Background: an optimization exercise with open tools, aiming at small area. Do not read the settings as production practice.
RTL that was checked went through simulation tests only; none was proved equivalent to the original.
No functional check of the RTL was part of runs 5 and 6.
Power and IR drop assume default switching activity.

**flow/run.sh**
```bash
#!/bin/bash
# synth_recipe.tcl (not shown) runs the flow's synth.tcl, then flattens the netlist and writes it again
# the make line also repeats each setting of config.mk as NAME=value (left out here)
make -C /OpenROAD-flow-scripts/flow DESIGN_CONFIG=/design/flow/config.mk WORK_HOME=/design/flow/orfs CLKGATE_MAP_FILE= SYNTH_SCRIPT=/design/flow/synth_recipe.tcl finish
```
**flow/config.mk**
```make
export PLATFORM = sky130hd
export DESIGN_NAME = SDRAM_HAL_Base
export DESIGN_NICKNAME = SDRAM_HAL_Base
export VERILOG_FILES = /design/flow/design.v
export SDC_FILE = /design/flow/constraint.sdc
export NUM_CORES = 4
export LEC_CHECK = 0
export CAP_MARGIN = 20
export CORE_MARGIN = 2
export CORE_UTILIZATION = 40
export PLACE_DENSITY = 0.6
export SLEW_MARGIN = 20
```
**flow/constraint.sdc**
```tcl
create_clock -name core_clock -period 5.0 [get_ports {CLOCK_50}]
set_input_delay 1.0000 -clock core_clock [delete_from_list [all_inputs] [get_ports {CLOCK_50}]]
set_output_delay 1.0000 -clock core_clock [all_outputs]
set_load 0.01 [all_outputs]
```
**flow/design.v**
```verilog
module SDRAM_HAL_Base(CLOCK_50, reset_n, Ton_PWM, Latch_PWM, OE_PWM, GPIO_PWM, GPIO_DIV);
input CLOCK_50;
input reset_n;
input[9:0] Ton_PWM;
input[23:0] Latch_PWM;
input[23:0] OE_PWM;
output[23:0] GPIO_PWM;
output GPIO_DIV;
reg [5:0] d;
reg [9:0] cnt;
reg [23:0] lq;
reg [23:0] out;
reg [9:0] ton [0:23];
wire step = (d == 6'd48);
always @(posedge CLOCK_50) begin
	if (!reset_n) begin
		d <= 6'd0;
		cnt <= 10'd0;
	end else begin
		d <= step ? 6'd0 : d + 6'd1;
		if (step) cnt <= cnt + 10'd1;
	end
end
genvar i;
generate for (i = 0; i < 24; i = i + 1) begin: ch
	always @(posedge CLOCK_50) begin
		if (!reset_n) begin
			lq[i] <= 1'b0;
			ton[i] <= 10'd0;
			out[i] <= 1'b0;
		end else begin
			lq[i] <= Latch_PWM[i];
			if (lq[i] && !Latch_PWM[i]) ton[i] <= Ton_PWM;
			if (step) out[i] <= (cnt < ton[i]);
		end
	end
end endgenerate
assign GPIO_PWM = out & OE_PWM;
assign GPIO_DIV = (d >= 6'd24);
endmodule
```
==> results of run 1 <==
-- logic make-up (layout without fill, tap and decap cells) --
kind of cell	after synthesis	in the layout
simple gates	772	772
flops	304	304
compound gates	444	444
xor+xnor	7	7
fa+ha+maj	219	219
buf+inv	346	400
-- through the flow --
step	util, %	cell area, sq um	total power [W]
floorplan	-	16300	0.00286
global placement	43.6	17500	0.00301
detailed placement	43.6	17500	0.00302
CTS	46.5	18600	0.00557
global route	46.5	18600	0.00572
finish	46.5	18600	0.00551
-- sequential cells by signal, summed over array words and instances (netlist names) --
signal,flops
d,6
out,24
cnt,10
lq,24
ton,240
-- worst reg2reg max path, cell delays in order, from the launching register on --
cell and delay [ps]:
dfxtp_1 800, buf_4 460, ha_1 320, o21a_1 190
a2111oi_0 470, o211ai_1 170, nand3_1 110
-- power groups by stage --
stage / Sequential (W) / Combinational (W) / Clock (W)
3_3_place_gp: 0.00259 / 0.000420 / 0
3_5_place_dp: 0.00259 / 0.000431 / 0
6_report: 0.00253 / 0.000431 / 0.00255
2_1_floorplan: 0.00258 / 0.000282 / 0
4_1_cts: 0.00253 / 0.000434 / 0.00260
5_1_grt: 0.00254 / 0.000486 / 0.00269
-- worst paths after layout --
path                               start                      to  slack (ps)  cells past startpoint
setup / recovery              OE_PWM[16]            GPIO_PWM[16]        1890                      3
hold / removal    ton[3][5]$_SDFFE_PN0P_  ton[3][5]$_SDFFE_PN0P_         450                      2
setup reg to reg     cnt[8]$_SDFFE_PN0P_    out[14]$_SDFFE_PN0P_        2420                      6
hold reg to reg   ton[3][5]$_SDFFE_PN0P_  ton[3][5]$_SDFFE_PN0P_         450                      2
-- layout make-up --
cell class                 instances  area (sq um)  area share [%]
clock buffer                      56          1120            6.01
inverter                         235           887            4.77
sequential                       304          6090            32.7
clock inverter                     5          28.8           0.155
tap                              525           657            3.53
multi-input combinational       1442          8850            47.6
timing repair buffer             104           973            5.23
-- cell usage in the layout, fill, tap and decap left out, types with 9 or more instances in the layout --
cell / netlist / routed
ha_1: 219 / 219
nand2_1: 534 / 534
a22oi_1: 15 / 15
and2_1: 49 / 49
clkbuf_16: 0 / 37
nor3_1: 24 / 24
buf_4: 0 / 19
a2111o_1: 15 / 15
clkbuf_8: 0 / 12
nor2_1: 14 / 14
nand3_1: 39 / 39
clkdlybuf4s50_1: 0 / 78
nand4_1: 26 / 26
o21ai_0: 54 / 54
inv_1: 235 / 234
nor2b_1: 24 / 24
nand2b_1: 49 / 49
a211oi_1: 25 / 25
a221oi_1: 15 / 15
dfxtp_1: 304 / 303
o2111ai_1: 9 / 9
a21oi_1: 268 / 268
-- per-layer routing --
layer  vias up  wire (microns)  GRT usage, %
li1       7005               -             -
met5         -               0             0
met4         0             997          6.22
met2       287           20900          37.2
met3        65            2150          2.79
met1      6441           20500          28.1
==> results.cfg, run 1 <==
[run_status]
status = timing/DRC/antenna clean

[placed_design]
dpl.cell_count = 2610
gp_congestion = 0.782
dp.final_hpwl_mm = 26.7
pre_cts_ws_ps = 1770
portBuffers = 84

[power]
swShare_pct = 24.1
pwr-share-comb_pct = 7.8
leakage_nw = 6.96
pwr-share-seq_pct = 46.0
intPower_w = 0.00419
p_per_area_mw_per_mm2 = 296
ir_drop_uv = 208
clockPowerShare_pct = 46.2
switchingPower_w = 0.00133

[timing]
setup_violations = 0
fmaxAchievable_mhz = 322
setup-tns-final_ps = 0
hold_viol = 0
fin_crit_sh_pct = 62.1
max_slew_margin_pct = 34.7
maxSlewViolCount = 0
whs_ps = 452
fin_crit_ps = 3110
worstMarginPinSlew_ps = 978
skew_ps = 11.3
rsz0062_at_grt = false
fin_ws_ps = 1890

[finish]
drive_gt1_share_pct = 3.96
nets = 2401
fin_cells = 2671
diodes = 0
syn2layout_area_growth_pct = 14.1
fillerInstances = 3907

[yosys]
synthFlopType = dfxtp_1
yosysTopAreaCellShare_pct = 37.3
synth_common_cells = nand2_1, dfxtp_1, a21oi_1
avgSynthCellArea_sq_um = 7.79
syn_area_sq_mm = 0.0163
synth_mux_area_share_pct = 0
synth_area_leader_cell = dfxtp_1
synth_most_common_cell = nand2_1
synth_fa_ha_area_share_pct = 16.8
yosysUniqueCellTypes = 42
syn_nets = 2371
synthXorXnorAreaFrac_pct = 0.376
syn_inst = 2092
ys_seq_area_share_pct = 37.3
synth_seq_cells = 304
synth_top_family_by_area = simple AND/OR/NAND/NOR gates
yosys_warnings = 2
synth_simple_gate_area_share_pct = 20.9
async_reset_ff_share_pct = 0
synth_compound_area_share_pct = 16.2
synth.area.top_cells = dfxtp_1, ha_1, nand2_1
synth_edf_count = 0

[floorplan]
io_pins = 85
die_h_microns = 206
dieArea_sq_mm = 0.0424
core-area_sq_mm = 0.0400
die_w_microns = 206
initial_utilization_pct = 40.8
std_cell_rows = 73

[global_routing]
grt_pass1_vias = 13248
antenna_found_initial = 1
grt_max_degree = 135
grt_usage_pct = 21.5
grt-ovfl-total = 0
grt_pass1_wl_mm = 71.1

[cts]
postCtsResizedCells = 0
clock_sinks = 304
cts_tree = built
clk_latency_ps = 530
cts_hold_buf = 0
cts.path.max_buffers = 3
htree_levels = 2
cts-root-buf = clkbuf_16
postCtsSetupRepairBufs = 0
cts.reportedPaths.clkPinSlew_ps = 50
cts-buffers-inserted = 35

[critical_path]
crit_buf_inv = 2
slowest_stage = clkdlybuf4s50_1
path_cells = clkdlybuf4s50_1 > and2_1 > clkdlybuf4s50_1
crit_path_end_kind = output pin
worst-path-max-fanout = 1
crit_arrival_ps = 2110
cp.required_ps = 4000
cpLargestDelayFamily = buffers and inverters
start_kind = input pin
crit_type = in2out
cp_common_cell = clkdlybuf4s50_1
critical-path-max-stage-delay_ps = 530

[detailed_routing]
drt_iter0_drc = 826
drc = 0
vias = 13798
drt-pass1-iter-count = 5
viasPerCell = 5.17
wl_per_cell_microns = 16.7
drtAntennaViolNets = 0
wirelength_mm = 44.6

[worst_hold_path]
hp-class = reg2reg

[flow_run]
maxCapViolations = 0
==> run 2: changes to the inputs <==
--- a/flow/design.v
+++ b/flow/design.v
@@ -22,16 +22,18 @@
 	end
 end
-genvar i;
+wire [9:0] tdata = Ton_PWM & {10{reset_n}};
+wire out_en = step | !reset_n;
+genvar i, k;
 generate for (i = 0; i < 24; i = i + 1) begin: ch
+	wire ld = (lq[i] & !Latch_PWM[i]) | !reset_n;
+	wire [10:0] lt;
+	assign lt[0] = 1'b0;
+	for (k = 0; k < 10; k = k + 1) begin: cmp
+		assign lt[k+1] = (ton[i][k] & lt[k]) | (!cnt[k] & (ton[i][k] | lt[k]));
+	end
 	always @(posedge CLOCK_50) begin
-		if (!reset_n) begin
-			lq[i] <= 1'b0;
-			ton[i] <= 10'd0;
-			out[i] <= 1'b0;
-		end else begin
-			lq[i] <= Latch_PWM[i];
-			if (lq[i] && !Latch_PWM[i]) ton[i] <= Ton_PWM;
-			if (step) out[i] <= (cnt < ton[i]);
-		end
+		lq[i] <= Latch_PWM[i] & reset_n;
+		if (ld) ton[i] <= tdata;
+		if (out_en) out[i] <= lt[10] & reset_n;
 	end
 end endgenerate
==> results.cfg, run 2 <==
[yosys]
synth_common_cells = edfxtp_1, inv_1, o22ai_1
ys_seq_area_share_pct = 64.8
yosysTopAreaCellShare_pct = 58.9
syn_area_sq_mm = 0.0135
synth_edf_count = 264
avgSynthCellArea_sq_um = 12.7
syn_inst = 1064
synth_most_common_cell = edfxtp_1
yosys_warnings = 2
yosysUniqueCellTypes = 42
async_reset_ff_share_pct = 0
synth_seq_cells = 304
synth_area_leader_cell = edfxtp_1
synthFlopType = edfxtp_1
synth.area.top_cells = edfxtp_1, dfxtp_1, inv_1
syn_nets = 1127

[power]
p_per_area_mw_per_mm2 = 376
ir_drop_uv = 170
power_w = 0.00601
leakage_nw = 5.92

[cts]
cts_hold_buf = 0
htree_levels = 2
clock_sinks = 304
postCtsResizedCells = 0
cts.reportedPaths.clkPinSlew_ps = 60
cts-buffers-inserted = 34
cts-root-buf = clkbuf_16
cts.path.max_buffers = 3
postCtsSetupRepairBufs = 0
clk_latency_ps = 500
cts_tree = built

[finish]
most-common-layout-cells = edfxtp_1, inv_1, clkdlybuf4s50_1, o22ai_1, and2_1
mostFrequentLayoutCell = edfxtp_1
largest_register_ffs = 240
drive_gt1_share_pct = 13.9
diodes = 0
top_register = ton
nets = 1223
syn2layout_area_growth_pct = 18.8
reg_top3 = ton (240), lq (24), out (24)

[global_routing]
grt_pass1_wl_mm = 47.2
grt-ovfl-total = 0
grt_max_degree = 128
antenna_found_initial = 0
grt_pass1_vias = 8666
grt_usage_pct = 17.2

[floorplan]
die_h_microns = 188
core-area_sq_mm = 0.0334
std_cell_rows = 67
initial_utilization_pct = 40.4
io_pins = 85
die_w_microns = 188
dieArea_sq_mm = 0.0352

[timing]
whs_ps = 465
setup_violations = 0
fin_crit_sh_pct = 62.1
maxSlewViolCount = 0
rsz0062_at_grt = false
max_slew_margin_pct = 28.5
fmaxAchievable_mhz = 322
worstMarginPinSlew_ps = 1070
hold_viol = 0
fin_crit_ps = 3110
setup-tns-final_ps = 0
skew_ps = 13.1

[critical_path]
r2r_cells = 5
reg2reg_from = cnt[9]$_SDFFE_PN0P_
crit_path_end_kind = output pin
crit_arrival_ps = 2110
crit_path_start = OE_PWM[15]
crit_type = in2out
start_kind = input pin
worst-path-max-fanout = 1
rrSetupSlack_ps = 2530
cp.required_ps = 4000

[flow_run]
maxCapViolations = 0

[detailed_routing]
wl_per_cell_microns = 18.5
drt-pass1-iter-count = 7
wirelength_mm = 30.2
viasPerCell = 5.34
drc = 0
vias = 8712
drtAntennaViolNets = 0
drt_iter0_drc = 686

[run_status]
status = timing/DRC/antenna clean

[placed_design]
dp.final_hpwl_mm = 15.9
portBuffers = 84
gp_congestion = 0.751

[worst_hold_path]
hp-start = d[0]$_SDFF_PP0_
hold_path_depth = 1
hp-class = reg2reg
## run 2: cell types whose count changed after synthesis, moves of 72 or more
cell,before,now
ha_1,219,3
o22ai_1,0,72
dfxtp_1,304,40
a21oi_1,268,1
edfxtp_1,0,264
nand2_1,534,26
## run 2: path summary, 6_finish.rpt
kind	to
worst min-delay path	d[0]$_SDFF_PP0_
worst max-delay path	GPIO_PWM[15]
worst max register to register	out[0]$_DFFE_PP_
worst min register to register	d[0]$_SDFF_PP0_
## run 2: critical path, stage by stage
cell	delay (ps)
clkdlybuf4s50_1	450
and2_1	120
clkdlybuf4s50_1	530
## run 2: final cells by class
type | instances | area (sq um)
clock inverters | 13 | 198
fillers | 2966 | 17400
clock buffers | 47 | 961
flip-flops and latches | 304 | 8740
inverters | 175 | 657
repair buffers | 126 | 1170
multi-input cells | 519 | 3710
well taps | 448 | 561
## run 2: where the power goes
group / internal, W / switching, W
sequential: 0.00295 / 0.0000598
clock: 0.00160 / 0.000952
combinational: 0.000197 / 0.000241
total: 0.00476 / 0.00125
## run 2: metal layers
metal	vias to the layer above	GRT usage (%)	wire length [microns]
met3	47	2.62	1630
met4	0	5.00	562
met2	251	28.9	14500
met1	4282	23.2	13400
met5	-	0	0
li1	4132	-	-
## run 2: logic make-up after synthesis
family                   after synthesis  share of synthesized area, %
XOR/XNOR                              12                         0.780
AO/OA/AOI/OAI                        245                          13.4
buffers and inverters                241                          7.71
flip-flops                           304                          64.8
AND/OR/NAND/NOR                      235                          11.1
adder cells (fa/ha/maj)               27                          2.24
## run 2: metrics by stage
step | instances | utilization [%] | instance area [sq um] | worst slack [ps]
after floorplan | 1064 | - | 13500 | 2540
after global placement | 1571 | 44.4 | 14800 | 1910
after detailed placement | 1571 | 44.4 | 14800 | 1880
after CTS | 1631 | 47.9 | 16000 | 1880
after global routing | 1632 | 48.0 | 16000 | 1850
final | 1632 | 48.0 | 16000 | 1890
==> run 3: changes to the inputs <==
==> flow/design.v (replaced) <==
module SDRAM_HAL_Base(CLOCK_50, reset_n, Ton_PWM, Latch_PWM, OE_PWM, GPIO_PWM, GPIO_DIV);
input CLOCK_50;
input reset_n;
input[9:0] Ton_PWM;
input[23:0] Latch_PWM;
input[23:0] OE_PWM;
output[23:0] GPIO_PWM;
output GPIO_DIV;
reg [2:0] a, b;
reg [9:0] cnt;
reg [23:0] lq;
reg [23:0] out;
reg [23:0] r;
reg [2:0] tlo [0:23];
reg [6:0] ring [0:23];
wire a6 = (a == 3'd6);
wire step = a6 && (b == 3'd6);
wire [2:0] an = a6 ? 3'd0 : a + 3'd1;
always @(posedge CLOCK_50) begin
	if (!reset_n) begin
		a <= 3'd0;
		b <= 3'd0;
		cnt <= 10'd0;
	end else begin
		a <= an;
		if (a6) b <= (b == 3'd6) ? 3'd0 : b + 3'd1;
		if (step) cnt <= cnt + 10'd1;
	end
end
wire [9:0] tdata = Ton_PWM & {10{reset_n}};
wire [13:0] tdd = {tdata[9:3], tdata[9:3]};
wire [6:0] trot = tdd >> an;
wire cbit = cnt[3 + a];
wire nc = !cbit;
wire first = (a == 3'd0);
wire [10:0] pl;
assign pl[0] = 1'b0;
genvar k;
generate for (k = 0; k < 10; k = k + 1) begin: pre
	assign pl[k+1] = (tdata[k] & !cnt[k]) | ((tdata[k] | !cnt[k]) & pl[k]);
end endgenerate
wire [6:0] pv = pl[10:4];
wire pload = pv[a];
wire out_en = step | !reset_n;
genvar i;
generate for (i = 0; i < 24; i = i + 1) begin: ch
	wire ld = (lq[i] & !Latch_PWM[i]) | !reset_n;
	wire [2:0] t = tlo[i];
	wire l1 = t[0] & !cnt[0];
	wire l2 = (t[1] & !cnt[1]) | ((t[1] | !cnt[1]) & l1);
	wire l3 = (t[2] & !cnt[2]) | ((t[2] | !cnt[2]) & l2);
	wire rin = first ? l3 : r[i];
	wire tb = ring[i][0];
	wire m = (tb & nc) | ((tb | nc) & rin);
	always @(posedge CLOCK_50) begin
		lq[i] <= Latch_PWM[i] & reset_n;
		if (ld) tlo[i] <= tdata[2:0];
		ring[i] <= ld ? trot : {ring[i][0], ring[i][6:1]};
		r[i] <= ld ? pload : m;
		if (out_en) out[i] <= m & reset_n;
	end
end endgenerate
assign GPIO_PWM = out & OE_PWM;
assign GPIO_DIV = (b > 3'd3) || (b == 3'd3 && a >= 3'd3);
endmodule
--- a/flow/config.mk
+++ b/flow/config.mk
@@ -9,4 +9,5 @@
 export CORE_MARGIN = 2
 export CORE_UTILIZATION = 40
+export CTS_BUF_LIST = sky130_fd_sc_hd__clkbuf_4
 export PLACE_DENSITY = 0.6
 export SLEW_MARGIN = 20
==> results.cfg, run 3 <==
[run_status]
status = timing/DRC/antenna clean

[yosys]
synth.area.top_cells = dfxtp_1, edfxtp_1, o21ai_0
synth_mux_area_share_pct = 1.82
synth_edf_count = 96
synth_most_common_cell = dfxtp_1
synthXorXnorAreaFrac_pct = 0.609
synth_area_leader_cell = dfxtp_1
yosys_warnings = 3
synth_compound_area_share_pct = 17.4
synth_simple_gate_area_share_pct = 12.8
synth_seq_cells = 328
async_reset_ff_share_pct = 0
ys_seq_area_share_pct = 58.2
syn_nets = 1337
syn_area_sq_mm = 0.0129
syn_inst = 1274
yosysTopAreaCellShare_pct = 35.9
avgSynthCellArea_sq_um = 10.2
synthFlopType = dfxtp_1
synth_common_cells = dfxtp_1, nand2_1, o21ai_0
synth_fa_ha_area_share_pct = 4.19
yosysUniqueCellTypes = 62
synth_top_family_by_area = compound AO/OA/AOI/OAI gates

[critical_path]
start_kind = flop
critical-path-max-stage-delay_ps = 760
crit_path_end_kind = output pin
worst-path-max-fanout = 17
cpLargestDelayFamily = flip-flops
r2r_cells = 4
crit_arrival_ps = 2590
crit_type = reg2out
crit_buf_inv = 2
slowest_stage = dfxtp_1
cp_num_cells = 6
path_cells = nand2_4 > inv_1 > ha_1 > nor2_1 > a31oi_1 > clkdlybuf4s50_1
cp.required_ps = 4000

[finish]
mostFrequentLayoutCell = dfxtp_1
syn2layout_area_growth_pct = 19.0
fin_cells = 1880
top_register = ring
fillerInstances = 3041
reg_top3 = ring (168), tlo (72)
nets = 1473
most-common-layout-cells = dfxtp_1, nand2_1, o21ai_0, clkbuf_4, edfxtp_1
largest_register_ffs = 168
drive_gt1_share_pct = 15.0

[global_routing]
grt_pass1_wl_mm = 47.6
grt_max_degree = 51
antenna_found_initial = 1
grt_usage_pct = 17.9
grt-ovfl-total = 0
grt_pass1_vias = 9023

[timing]
fin_crit_sh_pct = 71.7
maxSlewViolCount = 0
rsz0062_at_grt = false
worstMarginPinSlew_ps = 1070
fin_crit_ps = 3590
skew_ps = 37.1
hold_viol = 0
fmaxAchievable_mhz = 279
setup-tns-final_ps = 0
max_slew_margin_pct = 28.6
setup_violations = 0

[power]
pwr-share-comb_pct = 13.4
leakage_nw = 6.24
pwr-share-seq_pct = 49.2
swShare_pct = 25.6
clockPowerShare_pct = 37.4
intPower_w = 0.00487
power_w = 0.00654
ir_drop_uv = 222
p_per_area_mw_per_mm2 = 425
switchingPower_w = 0.00168

[placed_design]
dpl.cell_count = 1726
portBuffers = 84
gp_congestion = 0.817
dp.final_hpwl_mm = 17.5

[flow_run]
maxCapViolations = 0

[detailed_routing]
viasPerCell = 5.00
drc = 0
drtAntennaViolNets = 0
wl_per_cell_microns = 15.8
vias = 9394
drt-pass1-iter-count = 5
wirelength_mm = 29.6
drt_iter0_drc = 452

[cts]
cts.path.max_buffers = 3
clk_latency_ps = 690
clock_sinks = 328
cts-root-buf = clkbuf_4
cts-buffers-inserted = 84
postCtsSetupRepairBufs = 0
cts_tree = built
cts_hold_buf = 0
postCtsResizedCells = 0
cts.reportedPaths.clkPinSlew_ps = 70
htree_levels = 3

[worst_hold_path]
hp-class = reg2reg
hold_path_depth = 2

[floorplan]
die_h_microns = 184
initial_utilization_pct = 40.8
die_w_microns = 184
dieArea_sq_mm = 0.0338
core-area_sq_mm = 0.0317
std_cell_rows = 65
io_pins = 85
==> run 3: changes by cell type after synthesis, sizes merged, moves of 47 or more <==
cell / previous run / this run
edfxtp: 264 / 96
o22ai: 72 / 0
a21oi: 1 / 64
inv: 175 / 60
o21ai: 27 / 208
dfxtp: 40 / 232
nand3: 56 / 6
a22oi: 48 / 1
nand2: 26 / 179
==> run 3: final timing paths <==
path                                     startpoint             endpoint  slack [ps]
worst min-delay path            ring[13][1]$_DFF_P_  ring[13][0]$_DFF_P_         400
worst max-delay path                a[1]$_SDFF_PN0_             GPIO_DIV        1410
worst max register to register      a[1]$_SDFF_PN0_     out[9]$_DFFE_PP_        1880
worst min register to register  ring[13][1]$_DFF_P_  ring[13][0]$_DFF_P_         400
==> run 3: power by group through the flow <==
stage | clock, W | sequential (W) | combinational (W)
after detailed placement | 0 | 0.00328 | 0.000879
after global placement | 0 | 0.00327 | 0.000870
after floorplan | 0 | 0.00324 | 0.000600
final | 0.00245 | 0.00322 | 0.000874
after global routing | 0.00268 | 0.00326 | 0.000982
after CTS | 0.00253 | 0.00322 | 0.000886
==> run 3: logic make-up after synthesis <==
group,after synthesis
AO/OA/AOI/OAI,371
adder cells (fa/ha/maj),53
flip-flops,328
AND/OR/NAND/NOR,356
XOR/XNOR,9
multiplexers,17
buffers and inverters,140
==> run 3: layout make-up <==
| type | instances | area, sq um | share of cell area, % |
|---|---|---|---|
| flip-flops and latches | 328 | 7530 | 48.9 |
| multi-input cells | 806 | 4770 | 31.0 |
| repair buffers | 130 | 1200 | 7.78 |
| clock buffers | 127 | 953 | 6.19 |
| well taps | 402 | 503 | 3.26 |
| clock inverters | 26 | 225 | 1.46 |
| inverters | 60 | 225 | 1.46 |
| diodes | 1 | 2.50 | 0.0162 |
==> run 3: tightest hold or removal path: stages (launching register included) <==
cell and delay (ps):
dfxtp_1 310, nand2_1 40, o21ai_0 60
==> run 3: metal layers <==
metal	track usage, %	wire, microns	up-vias
met1	23.7	13800	4379
met4	7.23	762	0
met3	3.70	1680	55
met5	0	0	-
li1	-	-	4709
met2	28.8	13400	251
==> run 3: metrics by stage <==
step | worst slack [ps] | hold slack [ps] | util, % | cell area [sq um]
floorplan | 2570 | 401 | - | 12900
global placement | 1410 | 404 | 44.8 | 14200
detailed placement | 1350 | 411 | 44.8 | 14200
CTS | 1360 | 400 | 48.6 | 15400
global route | 1210 | 442 | 48.6 | 15400
finish | 1410 | 398 | 48.6 | 15400
==> run 4: changes to the inputs <==
--- a/flow/config.mk
+++ b/flow/config.mk
@@ -9,5 +9,4 @@
 export CORE_MARGIN = 2
 export CORE_UTILIZATION = 40
-export CTS_BUF_LIST = sky130_fd_sc_hd__clkbuf_4
 export PLACE_DENSITY = 0.6
 export SLEW_MARGIN = 20
==> results.cfg, run 4 <==
[timing]
rsz0062_at_grt = false
whs_ps = 419
skew_ps = 9.66
setup_violations = 0
fmaxAchievable_mhz = 290
fin_crit_ps = 3440
maxSlewViolCount = 0
fin_crit_sh_pct = 68.9
max_slew_margin_pct = 30.3
hold_viol = 0
setup-tns-final_ps = 0
worstMarginPinSlew_ps = 1040

[global_routing]
grt_pass1_vias = 8641
grt-ovfl-total = 0
grt_pass1_wl_mm = 46.7
antenna_found_initial = 0
grt_usage_pct = 17.5
grt_max_degree = 51

[detailed_routing]
drtAntennaViolNets = 0
wirelength_mm = 29.1
drc = 0
drt_iter0_drc = 511
drt-pass1-iter-count = 5
wl_per_cell_microns = 16.2
viasPerCell = 5.06
vias = 9055

[cts]
postCtsResizedCells = 0
cts.reportedPaths.clkPinSlew_ps = 60
cts.path.max_buffers = 3
postCtsSetupRepairBufs = 0
cts_tree = built
cts-buffers-inserted = 35
cts-root-buf = clkbuf_16
cts_hold_buf = 0
htree_levels = 2
clk_latency_ps = 520
clock_sinks = 328

[critical_path]
crit_path_end_kind = output pin
critical_path.reg2reg.endpoint = out[14]$_DFFE_PP_
cp.required_ps = 4000
crit_arrival_ps = 2440
crit_path_start = a[1]$_SDFF_PN0_
r2r_cells = 4
worst-path-max-fanout = 17
reg2reg_from = a[1]$_SDFF_PN0_
rrSetupSlack_ps = 1880
crit_type = reg2out
start_kind = flop

[placed_design]
placed_cell_area_sq_mm = 0.0142
gp_congestion = 0.817
dp.final_hpwl_mm = 17.5
portBuffers = 84

[finish]
nets = 1424
fillerInstances = 2946
multiInputGateArea_sq_mm = 0.00477
mostFrequentLayoutCell = dfxtp_1
diodes = 0
syn2layout_area_growth_pct = 19.0
utilization_pct = 48.5
drive_gt1_share_pct = 10.2
most-common-layout-cells = dfxtp_1, nand2_1, o21ai_0, edfxtp_1, clkdlybuf4s50_1
seqCellArea_sq_mm = 0.00753
largest_register_ffs = 168
reg_top3 = ring (168), tlo (72)
top_register = ring
design_area_sq_mm = 0.0154

[yosys]
syn_nets = 1337
synth_area_leader_cell = dfxtp_1
ys_seq_area_share_pct = 58.2
syn_area_sq_mm = 0.0129
synth_edf_count = 96
synth_seq_cells = 328
yosys_warnings = 3
synth_most_common_cell = dfxtp_1
synth.area.top_cells = dfxtp_1, edfxtp_1, o21ai_0
yosysTopAreaCellShare_pct = 35.9
synthFlopType = dfxtp_1
async_reset_ff_share_pct = 0
synth_common_cells = dfxtp_1, nand2_1, o21ai_0
yosysUniqueCellTypes = 62
syn_inst = 1274
avgSynthCellArea_sq_um = 10.2

[floorplan]
initial_utilization_pct = 40.8
io_pins = 85
std_cell_rows = 65
die_w_microns = 184
dieArea_sq_mm = 0.0338
die_h_microns = 184
core-area_sq_mm = 0.0317

[power]
pwr-share-seq_pct = 48.5
power_w = 0.00665
intPower_w = 0.00501
leakage_nw = 6.13
swShare_pct = 24.6
p_per_area_mw_per_mm2 = 432
switchingPower_w = 0.00164
ir_drop_uv = 203
clockPowerShare_pct = 38.4
pwr-share-comb_pct = 13.1

[worst_hold_path]
hold_path_depth = 2
hold_path_end = ring[18][3]$_DFF_P_
hp-start = ring[18][4]$_DFF_P_
hp-class = reg2reg

[flow_run]
maxCapViolations = 0

[run_status]
status = timing/DRC/antenna clean
run 4: worst max path at each step:
stage                    endpoint  slack [ps]
floorplan            r[0]$_DFF_P_        2570
finish                   GPIO_DIV        1560
global route             GPIO_DIV        1420
CTS                      GPIO_DIV        1560
detailed placement  r[14]$_DFF_P_        1350
global placement    r[13]$_DFF_P_        1410
run 4: power by group through the flow:
| stage | Sequential (W) | Clock (W) | Combinational [W] |
|---|---|---|---|
| 3_3_place_gp | 0.00327 | 0 | 0.000870 |
| 4_1_cts | 0.00323 | 0.00262 | 0.000885 |
| 2_1_floorplan | 0.00324 | 0 | 0.000600 |
| 6_report | 0.00322 | 0.00256 | 0.000873 |
| 5_1_grt | 0.00326 | 0.00274 | 0.000982 |
| 3_5_place_dp | 0.00328 | 0 | 0.000879 |
run 4: logic make-up (layout without fill, tap and decap cells):
family          after synthesis  count (layout)  share of synthesized area [%]
simple gates                356             356                           12.8
buf+inv                     140             254                           5.06
mux                          17              17                           1.82
fa+ha+maj                    53              53                           4.19
flops                       328             328                           58.2
xor+xnor                      9               9                          0.609
compound gates              371             371                           17.4
run 4: routing by layer:
metal	track usage [%]	routed length, microns
met1	23.9	13900
met2	28.6	13100
met3	2.93	1470
met4	5.22	635
met5	0	0
run 4: stage by stage:
step | setup WS (ps) | cells
after floorplan | 2570 | 1274
after global placement | 1410 | 1726
after detailed placement | 1350 | 1726
after CTS | 1560 | 1790
after global routing | 1420 | 1790
final | 1560 | 1790
run 4: area by class of cell:
type / instances / share of cell area (%)
inverter: 60 / 1.46
multi-input combinational: 806 / 31.0
clock buffer: 53 / 7.12
clock inverter: 11 / 0.480
sequential: 328 / 48.9
timing repair buffer: 130 / 7.79
tap: 402 / 3.27
run 4: critical path, stage by stage, from the launching register on:
cell and delay, ps:
dfxtp_1 780, nand2_4 120, inv_1 110, ha_1 140, nor2_1 40, a31oi_1 180, clkdlybuf4s50_1 550
==> run 5: changes to the inputs <==
--- a/flow/design.v
+++ b/flow/design.v
@@ -9,4 +9,5 @@
 reg [2:0] a, b;
 reg [9:0] cnt;
+reg z;
 reg [23:0] lq;
 reg [23:0] out;
@@ -22,8 +23,12 @@
 		b <= 3'd0;
 		cnt <= 10'd0;
+		z <= 1'b1;
 	end else begin
 		a <= an;
 		if (a6) b <= (b == 3'd6) ? 3'd0 : b + 3'd1;
-		if (step) cnt <= cnt + 10'd1;
+		if (step) begin
+			cnt <= cnt + 10'd1;
+			z <= 1'b0;
+		end
 	end
 end
@@ -42,5 +47,4 @@
 wire [6:0] pv = pl[10:4];
 wire pload = pv[a];
-wire out_en = step | !reset_n;
 genvar i;
 generate for (i = 0; i < 24; i = i + 1) begin: ch
@@ -58,8 +62,8 @@
 		ring[i] <= ld ? trot : {ring[i][0], ring[i][6:1]};
 		r[i] <= ld ? pload : m;
-		if (out_en) out[i] <= m & reset_n;
+		if (step) out[i] <= m;
 	end
 end endgenerate
-assign GPIO_PWM = out & OE_PWM;
+assign GPIO_PWM = out & OE_PWM & {24{!z}};
 assign GPIO_DIV = (b > 3'd3) || (b == 3'd3 && a >= 3'd3);
 endmodule
==> flow/flow/run.sh (new file) <==
#!/bin/bash
# Standard ORFS layout with smaller port buffers, smallest-drive logic cells
# after synthesis (repair steps upsize where needed) and a leaner clock tree.
set -euo pipefail
W=$PWD
cat >> config.mk <<CFG
export BUFFER_PORTS_ARGS = -buffer_cell sky130_fd_sc_hd__buf_1
export CTS_ARGS = -sink_clustering_enable -repair_clock_nets -dont_use_dummy_load -sink_clustering_size 16 -sink_clustering_max_diameter 50 -buf_list "sky130_fd_sc_hd__clkbuf_8"
export POST_FLOORPLAN_TCL = $W/flow/downsize.tcl
CFG
bash standard.sh finish > orfs_make.log 2>&1
==> flow/flow/downsize.tcl (new file) <==
# Swap every combinational cell for the smallest cell of the same function
# (same base name, other drive strength). Registers, clock cells and
# physical-only cells are left alone; later repair steps upsize where needed.
proc my_downsize {} {
  set lib [lindex [get_libs *] 0]
  set n 0
  set saved 0.0
  foreach inst [get_cells *] {
    set m [get_property $inst ref_name]
    if {![regexp {^(sky130_fd_sc_hd__([a-z0-9]+))_(\d+)$} $m -> base fn size]} { continue }
    if {[regexp {^(df|edf|sdf|dl|clk|tap|fill|decap|conb|diode|lpflow)} $fn]} { continue }
    set cur [get_lib_cells */$m]
    set best $m
    set barea [get_property $cur area]
    foreach s {0 1 2} {
      set c [get_lib_cells -quiet */${base}_$s]
      if {$c == ""} { continue }
      set a [get_property $c area]
      if {$a < $barea} { set best ${base}_$s; set barea $a }
    }
    if {$best ne $m} {
      set saved [expr {$saved + [get_property $cur area] - $barea}]
      replace_cell $inst $best
      incr n
    }
  }
  puts "my_downsize: replaced $n cells, saved [format %.1f $saved] um2"
}
my_downsize
==> flow/standard.sh (new file) <==
#!/bin/bash
# synth_recipe.tcl (not shown) runs the flow's synth.tcl, then flattens the netlist and writes it again
# the make line also repeats each setting of config.mk as NAME=value (left out here)
make -C /OpenROAD-flow-scripts/flow DESIGN_CONFIG=/design/flow/config.mk WORK_HOME=/design/flow/orfs CLKGATE_MAP_FILE= SYNTH_SCRIPT=/design/flow/synth_recipe.tcl "${@:-finish}"
--- a/flow/config.mk
+++ b/flow/config.mk
@@ -11,2 +11,5 @@
 export PLACE_DENSITY = 0.6
 export SLEW_MARGIN = 20
+export BUFFER_PORTS_ARGS = -buffer_cell sky130_fd_sc_hd__buf_1
+export CTS_ARGS = -sink_clustering_enable -repair_clock_nets -dont_use_dummy_load -sink_clustering_size 16 -sink_clustering_max_diameter 50 -buf_list "sky130_fd_sc_hd__clkbuf_8"
+export POST_FLOORPLAN_TCL = /design/flow/flow/downsize.tcl
removed: flow/run.sh
==> results.cfg, run 5 <==
[run_status]
status = timing/DRC/antenna clean

[worst_hold_path]
hold_path_depth = 2
hp-class = reg2reg
hp-start = ring[21][1]$_DFF_P_
hold_path_end = ring[21][0]$_DFF_P_

[yosys]
ys_seq_area_share_pct = 59.4
syn_nets = 1288
synth_area_leader_cell = dfxtp_1
synth_seq_cells = 329
yosysTopAreaCellShare_pct = 36.7
async_reset_ff_share_pct = 0
yosys_warnings = 3
synth_most_common_cell = dfxtp_1
synth_common_cells = dfxtp_1, nand2_1, o21ai_0
yosysUniqueCellTypes = 68
synth_edf_count = 96
syn_inst = 1225
synth.area.top_cells = dfxtp_1, edfxtp_1, o21ai_0
avgSynthCellArea_sq_um = 10.4
syn_area_sq_mm = 0.0127
synthFlopType = dfxtp_1

[timing]
fin_crit_ps = 3320
setup_violations = 0
fmaxAchievable_mhz = 301
rsz0062_at_grt = false
setup-tns-final_ps = 0
hold_viol = 0
worstMarginPinSlew_ps = 1010
skew_ps = 43.4
fin_crit_sh_pct = 66.5
maxSlewViolCount = 0
max_slew_margin_pct = 32.5

[power]
p_per_area_mw_per_mm2 = 382
leakage_nw = 5.33
pwr-share-seq_pct = 61.1
intPower_w = 0.00389
pwr-share-comb_pct = 13.7
clockPowerShare_pct = 25.3
swShare_pct = 25.8
ir_drop_uv = 191
switchingPower_w = 0.00135

[placed_design]
dp.final_hpwl_mm = 15.8
gp_congestion = 0.790
portBuffers = 84

[critical_path]
cpLargestDelayFamily = compound AO/OA/AOI/OAI gates
worst-path-max-fanout = 24
crit_path_end_kind = flop
r2r_cells = 7
cp.required_ps = 5480
crit_buf_inv = 1
slowest_stage = a2111oi_0
crit_arrival_ps = 3800
start_kind = input pin
path_cells = buf_1 > nand2_1 > a222oi_1 > o311ai_1 > a2111oi_0 > o22ai_4 > mux2i_1
crit_type = in2reg
critical-path-max-stage-delay_ps = 730
rrSetupSlack_ps = 2180
reg2reg_from = a[0]$_SDFF_PN0_
critical_path.reg2reg.endpoint = ring[0][3]$_DFF_P_

[finish]
seqCellArea_sq_mm = 0.00755
multiInputGateArea_sq_mm = 0.00432
reg_top3 = ring (168), tlo (72)
top_register = ring
utilization_pct = 43.7
most-common-layout-cells = dfxtp_1, nand2_1, o21ai_0, inv_1, edfxtp_1
drive_gt1_share_pct = 6.32
mostFrequentLayoutCell = dfxtp_1
nets = 1363
diodes = 0
largest_register_ffs = 168
fillerInstances = 3017
syn2layout_area_growth_pct = 7.99

[detailed_routing]
vias = 8222
drt_iter0_drc = 455
wirelength_mm = 26.7
wl_per_cell_microns = 15.7
drt-pass1-iter-count = 5
drc = 0
viasPerCell = 4.84
drtAntennaViolNets = 0

[cts]
cts.path.max_buffers = 3
htree_levels = 1
postCtsResizedCells = 0
cts-root-buf = clkbuf_8
cts_tree = built
cts-buffers-inserted = 29
clock_sinks = 329
postCtsSetupRepairBufs = 0
cts_hold_buf = 0
clk_latency_ps = 580
cts.reportedPaths.clkPinSlew_ps = 100

[floorplan]
core-area_sq_mm = 0.0314
std_cell_rows = 65
io_pins = 85
die_h_microns = 182
initial_utilization_pct = 40.5
die_w_microns = 182
dieArea_sq_mm = 0.0332

[global_routing]
grt_max_degree = 58
grt_pass1_wl_mm = 42.3
grt-ovfl-total = 0
grt_usage_pct = 16.2
grt_pass1_vias = 7803
antenna_found_initial = 0

[flow_run]
maxCapViolations = 0
## run 5: cell count changes after synthesis, moves of 24 or more
cell / previous run / this run
nor2_1: 65 / 39
o211a_1: 25 / 0
a21oi_1: 62 / 38
a211oi_1: 26 / 1
and3_1: 1 / 26
and2_1: 53 / 4
mux2i_1: 3 / 50
inv_1: 58 / 106
a21o_1: 25 / 1
## run 5: area by class of cell
cell class,count,share of cell area [%]
Sequential cell,329,55.0
Multi-Input combinational cell,718,31.4
Timing Repair Buffer,113,4.03
Tap cell,402,3.66
Inverter,109,2.99
Clock buffer,29,2.91
## run 5: cells by family (layout without fill, tap and decap cells)
| family | Yosys count | after routing | synth area share [%] |
|---|---|---|---|
| mux | 65 | 65 | 5.77 |
| compound gates | 248 | 248 | 10.5 |
| simple gates | 324 | 324 | 11.8 |
| xor+xnor | 6 | 6 | 0.413 |
| fa+ha+maj | 75 | 75 | 6.21 |
| buf+inv | 178 | 251 | 5.96 |
| flops | 329 | 329 | 59.4 |
## run 5: power groups by stage
| stage | Combinational (W) | Sequential, W | Clock (W) |
|---|---|---|---|
| after detailed placement | 0.000722 | 0.00326 | 0 |
| after global routing | 0.000813 | 0.00324 | 0.00147 |
| after CTS | 0.000725 | 0.00320 | 0.00137 |
| after global placement | 0.000707 | 0.00326 | 0 |
| final | 0.000717 | 0.00320 | 0.00132 |
| after floorplan | 0.000538 | 0.00323 | 0 |
## run 5: worst max path at each step
stage | start | to | slack [ps] | cells past startpoint
floorplan | reset_n | r[10]$_DFF_P_ | 2570 | 8
global placement | reset_n | r[0]$_DFF_P_ | 1190 | 7
detailed placement | reset_n | r[11]$_DFF_P_ | 1140 | 7
CTS | reset_n | r[11]$_DFF_P_ | 1720 | 7
global route | reset_n | r[16]$_DFF_P_ | 1500 | 7
finish | reset_n | r[10]$_DFF_P_ | 1680 | 7
## run 5: tightest hold or removal path: cells and delay by family (launching register included)
family	cells	cell delay [ps]
flip-flops	1	310
AO/OA/AOI/OAI	1	50
AND/OR/NAND/NOR	1	40
## run 5: routing by layer
layer | GRT usage, % | up-vias | wire length (microns)
met4 | 3.23 | 0 | 362
li1 | - | 4243 | -
met3 | 2.10 | 27 | 898
met5 | 0 | - | 0
met2 | 27.6 | 124 | 12400
met1 | 22.2 | 3828 | 13000
## run 5: metrics by stage
step	std cells	total power, W	setup WS, ps	hold slack, ps	cell area (sq um)
floorplan	1225	0.00377	2570	401	12700
global placement	1670	0.00396	1190	402	13300
detailed placement	1670	0.00399	1140	411	13300
CTS	1699	0.00530	1720	405	13700
global route	1700	0.00552	1500	433	13700
finish	1700	0.00524	1680	399	13700
==> run 6: changes to the inputs <==
==> flow/flow/run.sh (replaced) <==
#!/bin/bash
# Standard ORFS layout with smaller port buffers, smallest-drive logic cells
# after synthesis (repair steps upsize where needed) and a leaner clock tree.
set -euo pipefail
W=$PWD
cat >> config.mk <<CFG
export BUFFER_PORTS_ARGS = -buffer_cell sky130_fd_sc_hd__buf_1
export CTS_ARGS = -sink_clustering_enable -repair_clock_nets -dont_use_dummy_load -sink_clustering_size 30 -sink_clustering_max_diameter 80 -buf_list "sky130_fd_sc_hd__clkbuf_16"
export POST_FLOORPLAN_TCL = $W/flow/downsize.tcl
CFG
bash standard.sh finish > orfs_make.log 2>&1
--- a/flow/config.mk
+++ b/flow/config.mk
@@ -12,4 +12,4 @@
 export SLEW_MARGIN = 20
 export BUFFER_PORTS_ARGS = -buffer_cell sky130_fd_sc_hd__buf_1
-export CTS_ARGS = -sink_clustering_enable -repair_clock_nets -dont_use_dummy_load -sink_clustering_size 16 -sink_clustering_max_diameter 50 -buf_list "sky130_fd_sc_hd__clkbuf_8"
+export CTS_ARGS = -sink_clustering_enable -repair_clock_nets -dont_use_dummy_load -sink_clustering_size 30 -sink_clustering_max_diameter 80 -buf_list "sky130_fd_sc_hd__clkbuf_16"
 export POST_FLOORPLAN_TCL = /design/flow/flow/downsize.tcl
==> results.cfg, run 6 <==
[finish]
most-common-layout-cells = dfxtp_1, nand2_1, o21ai_0, inv_1, edfxtp_1
largest_register_ffs = 168
multiInputGateArea_sq_mm = 0.00432
utilization_pct = 43.7
diodes = 0
syn2layout_area_growth_pct = 7.81
mostFrequentLayoutCell = dfxtp_1
seqCellArea_sq_mm = 0.00755
top_register = ring
drive_gt1_share_pct = 5.30
fillerInstances = 3023
reg_top3 = ring (168), tlo (72)
nets = 1349

[cts]
cts-buffers-inserted = 15
postCtsSetupRepairBufs = 0
htree_levels = 1
cts_tree = built
clk_latency_ps = 500
clock_sinks = 329
cts.reportedPaths.clkPinSlew_ps = 100
postCtsResizedCells = 0
cts-root-buf = clkbuf_16
cts.path.max_buffers = 3
cts_hold_buf = 0

[yosys]
avgSynthCellArea_sq_um = 10.4
yosysTopAreaCellShare_pct = 36.7
ys_seq_area_share_pct = 59.4
synth_simple_gate_area_share_pct = 11.8
synth_seq_cells = 329
synth_common_cells = dfxtp_1, nand2_1, o21ai_0
synthXorXnorAreaFrac_pct = 0.413
synth.area.top_cells = dfxtp_1, edfxtp_1, o21ai_0
synth_area_leader_cell = dfxtp_1
yosys_warnings = 3
syn_inst = 1225
yosysUniqueCellTypes = 68
syn_area_sq_mm = 0.0127
synth_mux_area_share_pct = 5.77
synth_compound_area_share_pct = 10.5
synthFlopType = dfxtp_1
synth_fa_ha_area_share_pct = 6.21
synth_top_family_by_area = simple AND/OR/NAND/NOR gates
syn_nets = 1288
synth_edf_count = 96
async_reset_ff_share_pct = 0
synth_most_common_cell = dfxtp_1

[floorplan]
die_h_microns = 182
initial_utilization_pct = 40.5
io_pins = 85
die_w_microns = 182
dieArea_sq_mm = 0.0332
std_cell_rows = 65
core-area_sq_mm = 0.0314

[run_status]
status = timing/DRC/antenna clean

[global_routing]
grt_max_degree = 58
grt_pass1_vias = 7704
antenna_found_initial = 0
grt-ovfl-total = 0
grt_pass1_wl_mm = 41.8
grt_usage_pct = 15.9

[timing]
setup-tns-final_ps = 0
maxSlewViolCount = 0
rsz0062_at_grt = false
worstMarginPinSlew_ps = 1040
skew_ps = 50.9
fin_crit_sh_pct = 67.9
setup_violations = 0
fmaxAchievable_mhz = 295
fin_crit_ps = 3390
hold_viol = 0
max_slew_margin_pct = 30.4

[detailed_routing]
drt_iter0_drc = 471
wl_per_cell_microns = 15.8
drc = 0
vias = 8150
wirelength_mm = 26.6
drtAntennaViolNets = 0
viasPerCell = 4.83
drt-pass1-iter-count = 5

[critical_path]
path_cells = buf_1 > nand2_1 > a222oi_1 > o311ai_1 > a2111oi_0 > o22ai_4 > mux2i_1
worst-path-max-fanout = 24
crit_buf_inv = 1
crit_arrival_ps = 3800
critical-path-max-stage-delay_ps = 730
cpLargestDelayFamily = compound AO/OA/AOI/OAI gates
slowest_stage = a2111oi_0
crit_type = in2reg
cp.required_ps = 5410
crit_path_end_kind = flop
start_kind = input pin

[placed_design]
dp.final_hpwl_mm = 15.8
portBuffers = 84
gp_congestion = 0.790

[power]
leakage_nw = 5.30
p_per_area_mw_per_mm2 = 382
ir_drop_uv = 198

[worst_hold_path]
hp-class = reg2reg

[flow_run]
maxCapViolations = 0
[run 6: where the power goes]
group	internal [W]	switching, W
clock	0.000544	0.000771
combinational	0.000272	0.000446
sequential	0.00310	0.0000979
total	0.00392	0.00131
[run 6: logic make-up after synthesis]
family                   after synthesis
AO/OA/AOI/OAI                        248
XOR/XNOR                               6
adder cells (fa/ha/maj)               75
buffers and inverters                178
flip-flops                           329
multiplexers                          65
AND/OR/NAND/NOR                      324
[run 6: worst min-delay path: cells and delay by family, from the launching register on]
kind             cells  cell delay [ps]
flip-flops           1              300
AO/OA/AOI/OAI        1               50
AND/OR/NAND/NOR      1               40
[run 6: worst paths after layout]
check                      start                  end  slack, ps  cells after the start
max                      reset_n        r[15]$_DFF_P_       1610                      7
min          ring[20][5]$_DFF_P_  ring[20][4]$_DFF_P_        390                      2
max reg2reg      a[0]$_SDFF_PN0_   ring[0][3]$_DFF_P_       2220                      7
min reg2reg  ring[20][5]$_DFF_P_  ring[20][4]$_DFF_P_        390                      2
[run 6: layout make-up]
type	count	share of cell area, %
Inverter	109	2.99
Clock buffer	15	2.74
Multi-Input combinational cell	718	31.5
Tap cell	402	3.67
Timing Repair Buffer	113	4.04
Sequential cell	329	55.1
[run 6: metal layers]
metal | global-route usage, % | share of wire (%) | vias up
met5 | 0 | 0 | -
met4 | 2.35 | 0.88 | 0
met3 | 1.58 | 2.6 | 21
met2 | 27.6 | 47 | 101
met1 | 22.0 | 50 | 3815
li1 | - | - | 4213
[run 6: through the flow]
step | hold slack [ps] | std cells | instance area [sq um] | power, W | worst slack (ps)
3_5_place_dp | 411 | 1670 | 13300 | 0.00399 | 1140
4_1_cts | 397 | 1685 | 13700 | 0.00528 | 1620
3_3_place_gp | 402 | 1670 | 13300 | 0.00396 | 1190
2_1_floorplan | 401 | 1225 | 12700 | 0.00377 | 2570
6_report | 389 | 1686 | 13700 | 0.00523 | 1610
5_1_grt | 416 | 1686 | 13700 | 0.00549 | 1420
==> run 7: changes to the inputs <==
--- a/flow/design.v
+++ b/flow/design.v
@@ -10,5 +10,5 @@
 reg [9:0] cnt;
 reg z;
-reg [23:0] lq;
+reg [23:0] lqn;   
 reg [23:0] out;
 reg [23:0] r;
@@ -49,5 +49,5 @@
 genvar i;
 generate for (i = 0; i < 24; i = i + 1) begin: ch
-	wire ld = (lq[i] & !Latch_PWM[i]) | !reset_n;
+	wire ld = !(lqn[i] | Latch_PWM[i]) | !reset_n;
 	wire [2:0] t = tlo[i];
 	wire l1 = t[0] & !cnt[0];
@@ -58,5 +58,5 @@
 	wire m = (tb & nc) | ((tb | nc) & rin);
 	always @(posedge CLOCK_50) begin
-		lq[i] <= Latch_PWM[i] & reset_n;
+		lqn[i] <= !(Latch_PWM[i] & reset_n);
 		if (ld) tlo[i] <= tdata[2:0];
 		ring[i] <= ld ? trot : {ring[i][0], ring[i][6:1]};
==> results.cfg, run 7 <==
[run_status]
status = timing/DRC/antenna clean

[yosys]
ys_seq_area_share_pct = 60.2
syn_area_sq_mm = 0.0125
yosysUniqueCellTypes = 58
syn_nets = 1268
synth_seq_cells = 329
synthFlopType = dfxtp_1
synth_common_cells = dfxtp_1, nand2_1, o21ai_0
avgSynthCellArea_sq_um = 10.4
syn_inst = 1205
synth_area_leader_cell = dfxtp_1
yosysTopAreaCellShare_pct = 37.2
async_reset_ff_share_pct = 0
synth_edf_count = 96
yosys_warnings = 3
synth_most_common_cell = dfxtp_1
synth.area.top_cells = dfxtp_1, edfxtp_1, o21ai_0

[global_routing]
antenna_found_initial = 1
grt_pass1_wl_mm = 42.6
grt_pass1_vias = 7864
grt_max_degree = 43
grt_use_met3_pct = 2.02
met1_usage_pct = 22.4
grt_usage_pct = 16.3
top_usage_layer = met2
grt.met2_usage_pct = 28.0
grt-ovfl-total = 0

[cts]
cts_tree = built
clk_latency_ps = 510
htree_levels = 1
postCtsResizedCells = 0
cts.path.max_buffers = 3
cts.reportedPaths.clkPinSlew_ps = 110
cts-buffers-inserted = 16
postCtsSetupRepairBufs = 0
clock_sinks = 329
cts-root-buf = clkbuf_16
cts_hold_buf = 0

[power]
pwr-share-comb_pct = 13.4
swShare_pct = 25.0
ir_drop_uv = 273
switchingPower_w = 0.00132
intPower_w = 0.00396
pwr-share-seq_pct = 60.6
leakage_nw = 4.96
p_per_area_mw_per_mm2 = 386
clockPowerShare_pct = 26.0

[finish]
most-common-layout-cells = dfxtp_1, nand2_1, o21ai_0, edfxtp_1, buf_1
mostFrequentLayoutCell = dfxtp_1
design_area_sq_mm = 0.0137
reg_top3 = ring (168), tlo (72)
top_register = ring
drive_gt1_share_pct = 7.52
nets = 1328
syn2layout_area_growth_pct = 9.06
largest_register_ffs = 168
fillerInstances = 2987

[timing]
setup-tns-final_ps = 0
setup_violations = 0
fmaxAchievable_mhz = 323
rsz0062_at_grt = false
fin_crit_sh_pct = 61.9
fin_crit_ps = 3100
skew_ps = 60.6
max_slew_margin_pct = 27.1
hold_viol = 0
worstMarginPinSlew_ps = 1090
maxSlewViolCount = 0

[detailed_routing]
drtAntennaViolNets = 0
drc = 0
vias = 8377
drt_iter0_drc = 684
wl_per_cell_microns = 16.2
wirelength_mm = 27.0
viasPerCell = 5.05
drt-pass1-iter-count = 4

[floorplan]
core-area_sq_mm = 0.0307
die_h_microns = 181
io_pins = 85
dieArea_sq_mm = 0.0328
initial_utilization_pct = 40.8
die_w_microns = 181
std_cell_rows = 64

[worst_hold_path]
hp-start = ring[13][2]$_DFF_P_
hp-class = reg2reg

[critical_path]
r2r_cells = 6
start_kind = flop
setup.worst_path.end = ring[13][3]$_DFF_P_
reg2reg_from = a[0]$_SDFF_PN0_
crit_arrival_ps = 3430
worst-path-max-fanout = 24
cp.required_ps = 5330
crit_path_end_kind = flop
critical_path.reg2reg.endpoint = ring[13][3]$_DFF_P_
crit_path_start = a[0]$_SDFF_PN0_
rrSetupSlack_ps = 1900
crit_type = reg2reg

[flow_run]
maxCapViolations = 0

[placed_design]
placed_cell_area_sq_mm = 0.0133
dp.final_hpwl_mm = 16.0
portBuffers = 84
gp_congestion = 0.854
## run 7: cell count changes after synthesis, sizes merged, moves of 3 or more
cell,before,now
a211oi,1,4
a21boi,3,0
a21oi,39,16
clkbuf,48,53
inv,108,38
mux2,7,32
mux2i,57,10
nand2,186,209
nand2b,8,5
nor2,40,69
o21ai,188,211
o2bb2ai,0,24
## run 7: cell type report
type / count / area (sq um) / area share, %
sequential: 329 / 7550 / 55.2
inverter: 39 / 146 / 1.07
multi-input combinational: 763 / 4510 / 33.0
antenna: 1 / 2.50 / 0.0183
timing repair buffer: 116 / 564 / 4.13
tap: 396 / 495 / 3.62
clock buffer: 16 / 400 / 2.93
## run 7: how the worst min path moves through the flow
stage | to | slack, ps | depth (start not counted)
after detailed placement | ring[20][5]$_DFF_P_ | 410 | 2
after global placement | ring[2][3]$_DFF_P_ | 400 | 2
after floorplan | ring[0][0]$_DFF_P_ | 400 | 2
after global routing | ring[10][2]$_DFF_P_ | 430 | 2
after CTS | ring[10][2]$_DFF_P_ | 420 | 2
final | ring[13][1]$_DFF_P_ | 410 | 2
## run 7: power by group through the flow
stage | Sequential (W) | Combinational, W | Clock [W]
3_3_place_gp | 0.00325 | 0.000703 | 0
2_1_floorplan | 0.00323 | 0.000521 | 0
5_1_grt | 0.00324 | 0.000804 | 0.00150
3_5_place_dp | 0.00327 | 0.000719 | 0
4_1_cts | 0.00320 | 0.000723 | 0.00142
6_report | 0.00320 | 0.000708 | 0.00137
## run 7: metrics by stage
| stage | worst slack (ps) | hold WS [ps] | util, % | power [W] | instances |
|---|---|---|---|---|---|
| after floorplan | 2070 | 401 | - | 0.00375 | 1205 |
| after global routing | 1650 | 434 | 44.4 | 0.00554 | 1659 |
| after global placement | 1890 | 402 | 43.1 | 0.00396 | 1642 |
| after detailed placement | 1810 | 411 | 43.1 | 0.00398 | 1642 |
| after CTS | 1840 | 417 | 44.4 | 0.00535 | 1658 |
| final | 1900 | 414 | 44.5 | 0.00528 | 1660 |
## run 7: cell families after synthesis
| family | synth area share [%] |
|---|---|
| and+or+nand+nor | 12.9 |
| DFF | 60.2 |
| adders and majority gates | 6.68 |
| AOI/OAI and AO/OA | 12.2 |
| muxes | 3.85 |
| xor gates and xnor gates | 0.489 |
| buffers and inverters | 3.72 |
## run 7: layer usage
layer  wire (microns)  vias to the layer above
li1                 -                     4235
met1            12900                     3966
met2            12700                      158
met3             1080                       18
met4              323                        0
met5                0                        -
## run 7: worst max-delay path: stages, from the launching register on
cell and delay (ps):
dfxtp_1 680, nand2_1 260, inv_1 110, ha_1 120, nand2b_1 600, mux2i_4 930
o21ai_0 230
==> run 8: changes to the inputs <==
==> flow/design.v (replaced) <==
module SDRAM_HAL_Base(CLOCK_50, reset_n, Ton_PWM, Latch_PWM, OE_PWM, GPIO_PWM, GPIO_DIV);
input CLOCK_50;
input reset_n;
input[9:0] Ton_PWM;
input[23:0] Latch_PWM;
input[23:0] OE_PWM;
output[23:0] GPIO_PWM;
output GPIO_DIV;
reg [2:0] a, b;
reg [9:0] cnt;
reg z;
reg [23:0] lqn;    
reg [23:0] out;
reg [23:0] r;
reg [2:0] tlo [0:23];
reg [6:0] ring [0:23];
wire a6 = (a == 3'd6);
wire b5 = (b == 3'd5);
wire b6 = (b == 3'd6);
wire step = a6 && b6;
wire [2:0] an = a6 ? 3'd0 : a + 3'd1;
always @(posedge CLOCK_50) begin
	if (!reset_n) begin
		a <= 3'd0;
		b <= 3'd0;
		cnt <= 10'd0;
		z <= 1'b1;
	end else begin
		a <= an;
		if (a6) b <= b6 ? 3'd0 : b + 3'd1;
		if (step) begin
			cnt <= cnt + 10'd1;
			z <= 1'b0;
		end
	end
end
wire [9:0] tdata = Ton_PWM & {10{reset_n}};
wire [13:0] tdd = {tdata[9:3], tdata[9:3]};
wire [6:0] trot = tdd >> an;
wire [2:0] slo = {b5 && a6, b5 && (a == 3'd5), b5 && (a == 3'd4)};
wire sring = b6;
wire [10:0] pl;
assign pl[0] = 1'b0;
genvar j;
generate for (j = 0; j < 10; j = j + 1) begin: pre
	assign pl[j+1] = (tdata[j] & !cnt[j]) | ((tdata[j] | !cnt[j]) & pl[j]);
end endgenerate
reg cb_ring, cb_lo, pl_ring, pl_lo;
always @(*) begin
	case (a)
	3'd0: begin cb_ring = cnt[3]; pl_ring = pl[4]; end
	3'd1: begin cb_ring = cnt[4]; pl_ring = pl[5]; end
	3'd2: begin cb_ring = cnt[5]; pl_ring = pl[6]; end
	3'd3: begin cb_ring = cnt[6]; pl_ring = pl[7]; end
	3'd4: begin cb_ring = cnt[7]; pl_ring = pl[8]; end
	3'd5: begin cb_ring = cnt[8]; pl_ring = pl[9]; end
	default: begin cb_ring = cnt[9]; pl_ring = pl[10]; end
	endcase
	case (a)
	3'd4: begin cb_lo = cnt[0]; pl_lo = pl[1]; end
	3'd5: begin cb_lo = cnt[1]; pl_lo = pl[2]; end
	3'd6: begin cb_lo = cnt[2]; pl_lo = pl[3]; end
	default: begin cb_lo = 1'b1; pl_lo = 1'b0; end
	endcase
end
wire nc = !(b6 ? cb_ring : cb_lo);
wire pload = b6 ? pl_ring : pl_lo;
genvar i;
generate for (i = 0; i < 24; i = i + 1) begin: ch
	wire ld = !(lqn[i] | Latch_PWM[i]) | !reset_n;
	wire [2:0] t = tlo[i];
	wire x = (t[0] & slo[0]) | (t[1] & slo[1]) | (t[2] & slo[2]) | (ring[i][0] & sring);
	wire m = (x & nc) | ((x | nc) & r[i]);
	always @(posedge CLOCK_50) begin
		lqn[i] <= !(Latch_PWM[i] & reset_n);
		if (ld) tlo[i] <= tdata[2:0];
		ring[i] <= ld ? trot : {ring[i][0], ring[i][6:1]};
		r[i] <= ld ? pload : m;
		if (step) out[i] <= m;
	end
end endgenerate
assign GPIO_PWM = out & OE_PWM & {24{!z}};
assign GPIO_DIV = (b > 3'd3) || (b == 3'd3 && a >= 3'd3);
endmodule
--- a/flow/config.mk
+++ b/flow/config.mk
@@ -8,6 +8,6 @@
 export CAP_MARGIN = 20
 export CORE_MARGIN = 2
-export CORE_UTILIZATION = 40
-export PLACE_DENSITY = 0.6
+export CORE_UTILIZATION = 70
+export PLACE_DENSITY = 0.8
 export SLEW_MARGIN = 20
 export BUFFER_PORTS_ARGS = -buffer_cell sky130_fd_sc_hd__buf_1
==> results.cfg, run 8 <==
[finish]
top_register = ring
diodes = 0
nets = 1330
drive_gt1_share_pct = 5.85
reg_top3 = ring (168), tlo (72)
largest_register_ffs = 168
fillerInstances = 1217
most-common-layout-cells = dfxtp_1, nor2_1, a21oi_1, nand2_1, edfxtp_1
syn2layout_area_growth_pct = 7.23
mostFrequentLayoutCell = dfxtp_1
design_area_sq_mm = 0.0131

[yosys]
syn_inst = 1219
synth_common_cells = dfxtp_1, nor2_1, a21oi_1
synth_area_leader_cell = dfxtp_1
syn_area_sq_mm = 0.0122
syn_nets = 1282
yosysUniqueCellTypes = 67
ys_seq_area_share_pct = 61.9
synth_edf_count = 96
synth_seq_cells = 329
synthFlopType = dfxtp_1
synth.area.top_cells = dfxtp_1, edfxtp_1, a21oi_1
yosysTopAreaCellShare_pct = 38.3
synth_most_common_cell = dfxtp_1
avgSynthCellArea_sq_um = 9.99
yosys_warnings = 3
async_reset_ff_share_pct = 0

[power]
swShare_pct = 24.2
switchingPower_w = 0.00120
ir_drop_uv = 374
clockPowerShare_pct = 26.2
p_per_area_mw_per_mm2 = 378
leakage_nw = 5.00
pwr-share-comb_pct = 10.6
intPower_w = 0.00375
pwr-share-seq_pct = 63.2

[floorplan]
initial_utilization_pct = 70.9
io_pins = 85
die_w_microns = 136
dieArea_sq_mm = 0.0185
die_h_microns = 136
core-area_sq_mm = 0.0172
std_cell_rows = 48

[cts]
cts.reportedPaths.clkPinSlew_ps = 100
htree_levels = 1
cts-root-buf = clkbuf_16
cts-buffers-inserted = 15
cts_tree = built
postCtsSetupRepairBufs = 0
clock_sinks = 329
cts_hold_buf = 0
postCtsResizedCells = 0
cts.path.max_buffers = 3
clk_latency_ps = 500

[critical_path]
crit_path_end_kind = flop
r2r_cells = 6
crit_type = reg2reg
critical_path.reg2reg.endpoint = ring[4][1]$_DFF_P_
rrSetupSlack_ps = 1580
crit_arrival_ps = 3740
reg2reg_from = a[0]$_SDFF_PN0_
crit_path_start = a[0]$_SDFF_PN0_
worst-path-max-fanout = 24
start_kind = flop
cp.required_ps = 5320

[timing]
worstMarginPinSlew_ps = 1070
setup_violations = 0
fin_crit_sh_pct = 68.4
hold_viol = 0
fmaxAchievable_mhz = 293
setup-tns-final_ps = 0
fin_crit_ps = 3420
whs_ps = 434
max_slew_margin_pct = 28.2
rsz0062_at_grt = false
skew_ps = 37.7
maxSlewViolCount = 0

[detailed_routing]
wirelength_mm = 25.7
drtAntennaViolNets = 0
wl_per_cell_microns = 17.2
viasPerCell = 5.77
drt-pass1-iter-count = 5
vias = 8601
drc = 0
drt_iter0_drc = 634

[worst_hold_path]
hold_path_depth = 2
hp-start = ring[23][5]$_DFF_P_
hold_path_end = ring[23][4]$_DFF_P_
hp-class = reg2reg

[global_routing]
antenna_found_initial = 0
grt_pass1_vias = 7997
grt-ovfl-total = 0
grt_max_degree = 43
grt_usage_pct = 28.1
grt_pass1_wl_mm = 40.7

[placed_design]
portBuffers = 84
dp.final_hpwl_mm = 15.3
placed_cell_area_sq_mm = 0.0126
gp_congestion = 0.894

[flow_run]
maxCapViolations = 0

[run_status]
status = timing/DRC/antenna clean
## run 8: cell types whose count changed after synthesis, moves of 19 or more
cell / delta
nor2_1: +143
nand2_1: -99
o21ai_1: +26
o21ai_0: -198
o2bb2ai_1: -23
a22oi_1: +25
nor2b_1: -24
inv_1: +22
mux2_2: -30
a21oi_1: +169
mux2i_1: +19
maj3_2: -63
## run 8: final cells by class
| class | instances | area [sq um] | share of cell area, % |
|---|---|---|---|
| multi-input combinational | 757 | 4160 | 31.9 |
| tap | 225 | 282 | 2.15 |
| timing repair buffer | 104 | 470 | 3.60 |
| sequential | 329 | 7550 | 57.8 |
| inverter | 60 | 225 | 1.72 |
| clock buffer | 15 | 375 | 2.87 |
## run 8: cell families after synthesis
family / Yosys count / share of synthesized area [%]
AO/OA/AOI/OAI: 284 / 13.2
XOR/XNOR: 6 / 0.431
adder cells (fa/ha/maj): 27 / 2.28
buffers and inverters: 133 / 4.57
flip-flops: 329 / 61.9
multiplexers: 34 / 3.03
AND/OR/NAND/NOR: 406 / 14.5
## run 8: layer usage
metal / part of all wire [%] / track usage [%] / up-vias
met5: 0 / 0 / -
met4: 1.7 / 7.23 / 0
met3: 5.1 / 3.02 / 35
met2: 49 / 48.8 / 229
met1: 45 / 38.1 / 4118
li1: - / - / 4219
## run 8: power by group through the flow
stage          clock [W]  combinational, W  sequential, W
4_1_cts          0.00131          0.000518        0.00312
3_3_place_gp           0          0.000492        0.00317
3_5_place_dp           0          0.000514        0.00318
5_1_grt          0.00141          0.000577        0.00315
6_report         0.00129          0.000523        0.00313
2_1_floorplan          0          0.000370        0.00315
## run 8: worst max-delay path, stage by stage, from the launching register on
cell and delay [ps]:
dfxtp_1 810, o21ai_0 390, nand2_1 320, mux4_2 580, nand3_1 100, a21boi_4 850, a21oi_1 170
## run 8: stage by stage
| step | utilization (%) | cells | power [W] | setup slack [ps] |
|---|---|---|---|---|
| 2_1_floorplan | - | 1219 | 0.00352 | 2330 |
| 3_3_place_gp | 73.4 | 1474 | 0.00366 | 1460 |
| 3_5_place_dp | 73.5 | 1475 | 0.00370 | 1360 |
| 4_1_cts | 75.7 | 1490 | 0.00495 | 1700 |
| 5_1_grt | 76.1 | 1490 | 0.00514 | 1480 |
| 6_report | 76.1 | 1490 | 0.00494 | 1580 |
## run 8: how the worst max path moves through the flow
stage,end,cells after the start
after floorplan,r[0]$_DFF_P_,7
after global placement,r[5]$_DFF_P_,9
after detailed placement,r[9]$_DFF_P_,9
after CTS,ring[13][1]$_DFF_P_,6
after global routing,ring[4][1]$_DFF_P_,6
final,ring[4][1]$_DFF_P_,6

[afterwards: timing with drivers on the ports]
No port has a modelled driver above. Below, the same layouts with a new extraction and two added sets of constraints.
Step 1 (the two cells are an assumption about what drives the block):
set clk [get_ports {CLOCK_50}]
set_driving_cell -lib_cell sky130_fd_sc_hd__clkbuf_16 $clk
set_driving_cell -lib_cell sky130_fd_sc_hd__buf_2 [delete_from_list [all_inputs] $clk]
Step 2 also shifts input and output timing later by t, the mid clock arrival at the registers, as if the neighbouring blocks saw the same clock.
a / b / c = ideal / step 1 / step 2; a / b = the first two.
run	t, ns	slack for setup (ns)	worst setup path at the end	worst register clock-pin slew, ns	worst slew at a driven data input, ns
run 1	0.574	1.895 / 1.871 / 1.813	input to register	0.07 / 0.07	0.04
run 2	0.545	1.894 / 1.867 / 1.867	input to output	0.06 / 0.06	0.04
run 3	0.713	1.415 / 1.370 / 1.255	input to register	0.07 / 0.07	0.04
run 4	0.562	1.556 / 1.507 / 1.270	input to register	0.06 / 0.06	0.04
run 5	0.609	1.677 / 1.698 / 1.090	input to register	0.10 / 0.10	0.04
run 6	0.520	1.605 / 1.627 / 1.106	input to register	0.11 / 0.11	0.04
run 7	0.526	1.904 / 1.883 / 1.813	input to register	0.11 / 0.11	0.04
run 8	0.520	1.582 / 1.582 / 1.183	input to register	0.11 / 0.11	0.03
After both steps every run listed still meets setup and hold. The setup slack of run 5, which loses most, moves by +0.021 ns with the drivers and by -0.587 ns with both steps.
